Context: an optimization exercise on an open-source flow, tuned for small area. The choices shown serve that exercise and are no tape-out recipe.
Only simulation tests tie the RTL to the original design; equivalence was not proved.
No activity file was given, so power comes from the tool's default toggle rates.

==> flow/design.v <==
module UART_TX (
    input clk,
    input reset,
    input [7:0] data,
    input tx_en,
    output tx,
    output busy,
    output done
);
localparam [13:0] START = 14'd15191, LAST = 14'd8157, LAST_MASK = 14'd8149;
localparam [13:0] POL = 14'b01010101010101;
localparam [3:0] Q0 = 4'd8, Q9 = 4'd9;
reg fr, busy_r, txo, done_r, sel;
reg [13:0] cnt;
reg [3:0] q;
wire wrap = ((cnt ^ LAST ^ POL) & LAST_MASK) == 14'd0;
reg [3:0] q_inc;
always @(*) begin
    case (q)
        4'd8: q_inc = 4'd0;
        4'd0: q_inc = 4'd1;
        4'd1: q_inc = 4'd3;
        4'd3: q_inc = 4'd2;
        4'd2: q_inc = 4'd6;
        4'd6: q_inc = 4'd7;
        4'd7: q_inc = 4'd5;
        4'd5: q_inc = 4'd4;
        4'd4: q_inc = 4'd9;
        4'd9: q_inc = 4'd0;
        default: q_inc = 4'bxxxx;
    endcase
end
reg sel_n;
always @(*) begin
    case (q)
        4'd8: sel_n = 0;
        4'd0: sel_n = data[0];
        4'd1: sel_n = data[1];
        4'd3: sel_n = data[2];
        4'd2: sel_n = data[3];
        4'd6: sel_n = data[4];
        4'd7: sel_n = data[5];
        4'd5: sel_n = data[6];
        4'd4: sel_n = data[7];
        4'd9: sel_n = 1;
        default: sel_n = 1'bx;
    endcase
end
always @(posedge clk or posedge reset) begin
    if (reset) begin
        fr     <= 1'b0;
        busy_r <= 1'b0;
        txo    <= 1'b1;
        done_r <= 1'b0;
    end else begin
        fr     <= tx_en;
        busy_r <= fr;
        txo    <= ~fr | sel;
        done_r <= fr & (q == Q9);
    end
end
always @(posedge clk) begin
    cnt <= (~fr | wrap) ? START ^ POL : {~cnt[12:0], cnt[13] ^ cnt[12] ^ POL[0]};
    q   <= (tx_en & fr) ? (wrap ? q_inc : q) : Q0;
    sel <= sel_n;
end
assign tx   = txo;
assign busy = busy_r;
assign done = done_r;
endmodule
module UART_RX (
    input clk,
    input reset,
    input rx,
    output [7:0] data,
    output data_valid,
    output busy
);
localparam [13:0] SB = 14'd7529, S0 = 14'd7531, END = 14'd9252, END_MASK = 14'd6139;
localparam [13:0] POL = 14'b01010101010101;
localparam [3:0] IDLE = 4'd12,
           HALF = 4'd13,
           R0 = 4'd0,
           R1 = 4'd1,
           R2 = 4'd2,
           R3 = 4'd3,
           R4 = 4'd4,
           R5 = 4'd5,
           R6 = 4'd6,
           R7 = 4'd7,
           BIT8 = 4'd8,
           DONE = 4'd10,
           ERR = 4'd9;
reg [3:0] st;      
reg [13:0] cnt;
reg [7:0] sh;
wire ev = ((cnt ^ END ^ POL) & END_MASK) == 14'd0;
reg shift, busy_n;
always @(*) begin
    case (st)
        R0, R1, R2, R3, R4, R5, R6, R7: shift = 1'b1;
        default: shift = 1'b0;
    endcase
    case (st)
        R1, R2, R3, R4, R5, R6, R7: busy_n = 1'b1;
        default: busy_n = 1'b0;
    endcase
end
always @(posedge clk or posedge reset) begin
    if (reset)
        st <= IDLE;
    else begin
        case (st)
            IDLE: if (~rx) st <= HALF;
            HALF: if (ev) st <= R0;
            R0: if (ev) st <= R1;
            R1: if (ev) st <= R2;
            R2: if (ev) st <= R3;
            R3: if (ev) st <= R4;
            R4: if (ev) st <= R5;
            R5: if (ev) st <= R6;
            R6: if (ev) st <= R7;
            R7: if (ev) st <= BIT8;
            BIT8: if (ev) st <= rx ? DONE : ERR;
            default: ;
        endcase
    end
end
always @(posedge clk) begin
    if (st == IDLE)
        cnt <= S0 ^ POL;
    else if (ev)
        cnt <= SB ^ POL;
    else
        cnt <= {~cnt[12:0], cnt[13] ^ cnt[12] ^ POL[0]};
    if (ev && shift)
        sh <= {rx, sh[7:1]};
end
assign data       = sh;
assign data_valid = (st == DONE);
assign busy       = busy_n;
endmodule
module UART #(
    parameter WIDTH = 8
)(
    input clk,
    input reset,
    input rx,
    output tx,
    input [WIDTH-1:0] tx_data,
    input tx_en,
    output tx_busy,
    output tx_done,
    output [WIDTH-1:0] rx_data,
    output rx_data_valid,
    output rx_busy
);
UART_TX uart_tx (
    .clk(clk),
    .reset(reset),
    .data(tx_data),
    .tx_en(tx_en),
    .tx(tx),
    .busy(tx_busy),
    .done(tx_done)
);
UART_RX uart_rx (
    .clk(clk),
    .reset(reset),
    .rx(rx),
    .data(rx_data),
    .data_valid(rx_data_valid),
    .busy(rx_busy)
);
endmodule
export LEC_CHECK = 0
export CAP_MARGIN = 20
export CORE_MARGIN = 2
export CORE_UTILIZATION = 40
export SLEW_MARGIN = 20
create_clock -name core_clock -period 10.0 [get_ports {clk}]
standard.sh (not shown) runs the stock make flow with config.mk's settings and CLKGATE_MAP_FILE= SYNTH_SCRIPT=/design/flow/synth_recipe.tcl, a recipe that flattens the netlist after the stock synthesis.
==> flow/flow/run.sh <==
#!/bin/bash
# Layout flow: the standard flow (standard.sh) unchanged except for two
# arguments ORFS takes from the environment:
#  - the port buffers buffer_ports inserts are buf_1 cells;
#  - CTS inserts no dummy loads and builds the tree from clkbuf_4 cells.
# The full output of the flow goes to flow.log in the work folder; ORFS
# keeps each step's own log under orfs/logs/.
set -euo pipefail
export BUFFER_PORTS_ARGS="-buffer_cell sky130_fd_sc_hd__buf_1"
export CTS_ARGS="-sink_clustering_enable -repair_clock_nets -dont_use_dummy_load -buf_list {sky130_fd_sc_hd__clkbuf_2 sky130_fd_sc_hd__clkbuf_4 sky130_fd_sc_hd__clkbuf_8}"
bash standard.sh > flow.log 2>&1
The first run ran to the end with no violations.
Edit:
==> flow/run.sh (new file) <==
#!/bin/bash
# synth_recipe.tcl (not shown) runs the flow's synth.tcl, then flattens the netlist and writes it again
# the make line also repeats each setting of config.mk as NAME=value (left out here)
make -C /OpenROAD-flow-scripts/flow DESIGN_CONFIG=/design/flow/config.mk WORK_HOME=/design/flow/orfs CLKGATE_MAP_FILE= SYNTH_SCRIPT=/design/flow/synth_recipe.tcl finish
Settings changed: CTS_CLUSTER_DIAMETER set to 500, CTS_CLUSTER_SIZE set to 50.
removed: flow/flow/run.sh
removed: flow/standard.sh
The changed run finished clean.
Total power increases by 11%.
Die area stays the same.
Routed wire length decreases by 4.7%.
Cell count increases by about 1.3%.
Global-route usage decreases by 0.10 points.
Register-to-register slack hardly moves.
Core utilization increases by 4.6 points.
Setup slack loses 0.34 ns.
Clock-buffer cell count increases by 1.

---

Starts from the design.v that is shown in full above.
Settings: LEC_CHECK=0, CAP_MARGIN=20, CORE_MARGIN=2, CORE_UTILIZATION=40, SLEW_MARGIN=20; clock period 10.0 ns.
==> flow/flow/run.sh <==
#!/bin/bash
# Layout flow: the standard flow (standard.sh) unchanged except for two
# arguments ORFS takes from the environment:
#  - the port buffers buffer_ports inserts are buf_1 cells;
#  - CTS inserts no dummy loads and builds the tree from clkbuf_4 cells.
# The full output of the flow goes to flow.log in the work folder; ORFS
# keeps each step's own log under orfs/logs/.
set -euo pipefail
export BUFFER_PORTS_ARGS="-buffer_cell sky130_fd_sc_hd__buf_1"
export CTS_ARGS="-repair_clock_nets -dont_use_dummy_load -buf_list sky130_fd_sc_hd__clkbuf_16"
bash standard.sh > flow.log 2>&1
The baseline finished clean.
==> next run, changes <==
--- a/flow/flow/run.sh
+++ b/flow/flow/run.sh
@@ -8,4 +8,4 @@
 set -euo pipefail
 export BUFFER_PORTS_ARGS="-buffer_cell sky130_fd_sc_hd__buf_1"
-export CTS_ARGS="-repair_clock_nets -dont_use_dummy_load -buf_list sky130_fd_sc_hd__clkbuf_16"
+export CTS_ARGS="-sink_clustering_enable -repair_clock_nets -dont_use_dummy_load -buf_list {sky130_fd_sc_hd__clkbuf_4 sky130_fd_sc_hd__clkbuf_8}"
 bash standard.sh > flow.log 2>&1
Cell area went down by a few percent.
Final cell count does not change.
Worst setup slack degrades by 28 ps.
Sequential share of layout area goes up by 1.6 points.
Combinational power stays flat.

---

run 1:
Starts from the design.v that is shown in full above.
clock: 10.0 ns
lec_check: 0
cap_margin: 20
core_margin: 2
core_utilization: 40
slew_margin: 20
==> flow/flow/run.sh <==
#!/bin/bash
# Layout flow: the standard flow (standard.sh) unchanged except for two
# arguments ORFS takes from the environment:
#  - the port buffers buffer_ports inserts are buf_1 cells;
#  - CTS inserts no dummy loads and builds the tree from clkbuf_4 cells.
# The full output of the flow goes to flow.log in the work folder; ORFS
# keeps each step's own log under orfs/logs/.
set -euo pipefail
export BUFFER_PORTS_ARGS="-buffer_cell sky130_fd_sc_hd__buf_1"
export CTS_ARGS="-sink_clustering_enable -repair_clock_nets -dont_use_dummy_load -buf_list sky130_fd_sc_hd__clkbuf_8 -sink_clustering_size 30 -sink_clustering_max_diameter 1000"
bash standard.sh > flow.log 2>&1
For run 2, these inputs were changed with respect to run 1:
diff --git a/flow/flow/run.sh b/flow/flow/run.sh
--- a/flow/flow/run.sh
+++ b/flow/flow/run.sh
@@ -9,3 +9,3 @@
 export BUFFER_PORTS_ARGS="-buffer_cell sky130_fd_sc_hd__buf_1"
-export CTS_ARGS="-sink_clustering_enable -repair_clock_nets -dont_use_dummy_load -buf_list sky130_fd_sc_hd__clkbuf_8 -sink_clustering_size 30 -sink_clustering_max_diameter 1000"
+export CTS_ARGS="-sink_clustering_enable -repair_clock_nets -dont_use_dummy_load -buf_list sky130_fd_sc_hd__clkbuf_8"
 bash standard.sh > flow.log 2>&1
- Diff run 1..run 2 | ratio of final minimum period to clock period | unchanged
- Between run 1 and run 2, the flip-flop and latch share of the layout cell area does not differ in any meaningful way.
- Diff run 2..run 1 | die height | unchanged
Setup changes, run 2 to run 3
==> flow/run.sh (new file) <==
#!/bin/bash
# synth_recipe.tcl (not shown) runs the flow's synth.tcl, then flattens the netlist and writes it again
# the make line also repeats each setting of config.mk as NAME=value (left out here)
make -C /OpenROAD-flow-scripts/flow DESIGN_CONFIG=/design/flow/config.mk WORK_HOME=/design/flow/orfs CLKGATE_MAP_FILE= SYNTH_SCRIPT=/design/flow/synth_recipe.tcl finish
diff --git a/flow/config.mk b/flow/config.mk
--- a/flow/config.mk
+++ b/flow/config.mk
@@ -10,2 +10,3 @@
 export CORE_UTILIZATION = 40
+export CTS_BUF_LIST = sky130_fd_sc_hd__clkbuf_4
 export SLEW_MARGIN = 20
removed: flow/flow/run.sh
removed: flow/standard.sh
Results
Higher total vias in the final route among run 2 and run 3: run 2
Worst stage delay on the critical path up 20 ps in run 3 wrt run 2
The worst hold margin reported for run 3 is greater than that of run 2 by 12 ps.
Run 3 completed; timing, DRC and antenna clean
Final hold violation count came out exactly the same in run 2 and run 3.

---

RTL: the design.v shown in full above, as it stands there.
==> flow/config.mk <==
export PLATFORM = sky130hd
export DESIGN_NAME = UART
export DESIGN_NICKNAME = UART
export VERILOG_FILES = /design/flow/design.v
export SDC_FILE = /design/flow/constraint.sdc
export NUM_CORES = 4
export LEC_CHECK = 0
export CAP_MARGIN = 20
export CORE_MARGIN = 2
export CORE_UTILIZATION = 40
export SLEW_MARGIN = 20
==> flow/constraint.sdc <==
create_clock -name core_clock -period 10.0 [get_ports {clk}]
set_input_delay 2.0000 -clock core_clock [delete_from_list [all_inputs] [get_ports {clk}]]
set_output_delay 2.0000 -clock core_clock [all_outputs]
set_load 0.01 [all_outputs]
run.sh (not shown) runs the stock make flow with config.mk's settings and CLKGATE_MAP_FILE= SYNTH_SCRIPT=/design/flow/synth_recipe.tcl, a recipe that flattens the netlist after the stock synthesis.
Stock flow here: none of the scripts above is used.
Rerun with:
==> flow/flow/run.sh (new file) <==
#!/bin/bash
# Layout flow: the standard flow (standard.sh) unchanged except for two
# arguments ORFS takes from the environment:
#  - the port buffers buffer_ports inserts are buf_1 cells;
#  - CTS inserts no dummy loads and builds the tree from clkbuf_4 cells.
# The full output of the flow goes to flow.log in the work folder; ORFS
# keeps each step's own log under orfs/logs/.
set -euo pipefail
export BUFFER_PORTS_ARGS="-buffer_cell sky130_fd_sc_hd__buf_1"
export CTS_ARGS="-sink_clustering_enable -repair_clock_nets -dont_use_dummy_load -buf_list sky130_fd_sc_hd__clkbuf_16 -sink_clustering_size 50 -sink_clustering_max_diameter 1000"
bash standard.sh > flow.log 2>&1
==> flow/standard.sh (new file) <==
#!/bin/bash
# synth_recipe.tcl (not shown) runs the flow's synth.tcl, then flattens the netlist and writes it again
# the make line also repeats each setting of config.mk as NAME=value (left out here)
make -C /OpenROAD-flow-scripts/flow DESIGN_CONFIG=/design/flow/config.mk WORK_HOME=/design/flow/orfs CLKGATE_MAP_FILE= SYNTH_SCRIPT=/design/flow/synth_recipe.tcl "${@:-finish}"
removed: flow/run.sh
Power grows by a few percent.
Synthesized area does not change.
Clock skew barely changes.
Non-clock buffer count stays the same.
Cell area shrinks by a few percent.
Register-to-register slack is about the same.
Die area stays the same.
Sequential power hardly moves.
Routed wire length grows by a few percent.
Sequential share of layout area grows by 3.5 points.

---

Setup of JK:
Starts from the design.v that is shown in full above.
Settings: LEC_CHECK=0, CAP_MARGIN=20, CORE_MARGIN=2, CORE_UTILIZATION=40, CTS_BUF_LIST=sky130_fd_sc_hd__clkbuf_16, CTS_CLUSTER_DIAMETER=500, CTS_CLUSTER_SIZE=50, SLEW_MARGIN=20; clock period 10.0 ns.
Stock flow here: none of the scripts above is used.
JK reached the end of the flow, and the finished layout is clean on the timing, DRC and antenna checks.
[inputs] MS vs JK
- changing CTS_CLUSTER_DIAMETER from 500 to 200
- removing CTS_BUF_LIST (formerly sky130_fd_sc_hd__clkbuf_16)
- changing CTS_CLUSTER_SIZE from 50 to 25
Findings:
MS: full flow OK, the timing, DRC and antenna checks passed
Delta (MS minus JK): clock group share of total power shows a reduction of 7.5 points; signed area change from the synthesized netlist to the final layout shows a reduction of 3.3 points; met3 track demand over resource shows a reduction of 0.44 points.
Relative to JK, the met1 layer wirelength in the final routing of MS is higher by 31 µm.
JK and MS ended up with roughly the same die area.
Density: MS sparser than JK
The count of input and output buffers of MS and that of JK are within noise of each other.
Cmp MS vs JK: number of clock buffer instances in the layout higher in MS
Compared MS vs JK, and time the final worst path needs with I/O delays and setup is up in MS.
Total power on MS is ahead of JK.

## separate check: timing with driven ports
How much do the figures lean on ideal ports? The routed layouts below were timed once more, with nothing changed but the port constraints. Step 1 sets driving cells, clkbuf_16 on the clock port and buf_2 on the other inputs (assumed; they add their load-dependent delay and slew). Step 2, shift: input delay + t, output delay - t, t = (earliest + latest rising clock arrival at the registers) / 2. This alone moves slack from input paths to output paths. Three values: ideal ports, drivers, drivers and shift; two values: the first two.
run | t (ns) | setup slack, ns | latest minus earliest clock arrival (ns) | worst register clock-pin slew, ns
the first run of note 1 | 0.312 | 6.628 / 6.603 / 6.915 | 0.017 / 0.016 | 0.09 / 0.09
the second run of note 1 | 0.312 | 6.289 / 6.263 / 6.576 | 0.009 / 0.009 | 0.08 / 0.08
the first run of note 2 | 0.303 | 6.656 / 6.626 / 6.930 | 0.009 / 0.009 | 0.06 / 0.06
the second run of note 2 | 0.312 | 6.628 / 6.603 / 6.915 | 0.017 / 0.016 | 0.09 / 0.09
run 1 | 0.312 | 6.628 / 6.603 / 6.915 | 0.017 / 0.016 | 0.09 / 0.09
run 2 | 0.312 | 6.628 / 6.603 / 6.915 | 0.017 / 0.016 | 0.09 / 0.09
run 3 | 0.361 | 6.215 / 6.192 / 6.553 | 0.010 / 0.009 | 0.12 / 0.12
the first run of note 4 | 0.312 | 6.289 / 6.263 / 6.576 | 0.009 / 0.009 | 0.08 / 0.08
the second run of note 4 | 0.303 | 6.656 / 6.626 / 6.930 | 0.009 / 0.009 | 0.06 / 0.06
JK | 0.313 | 6.301 / 6.269 / 6.582 | 0.006 / 0.006 | 0.06 / 0.06
MS | 0.312 | 6.289 / 6.263 / 6.576 | 0.009 / 0.009 | 0.08 / 0.08
After both steps every run listed still meets setup and hold.
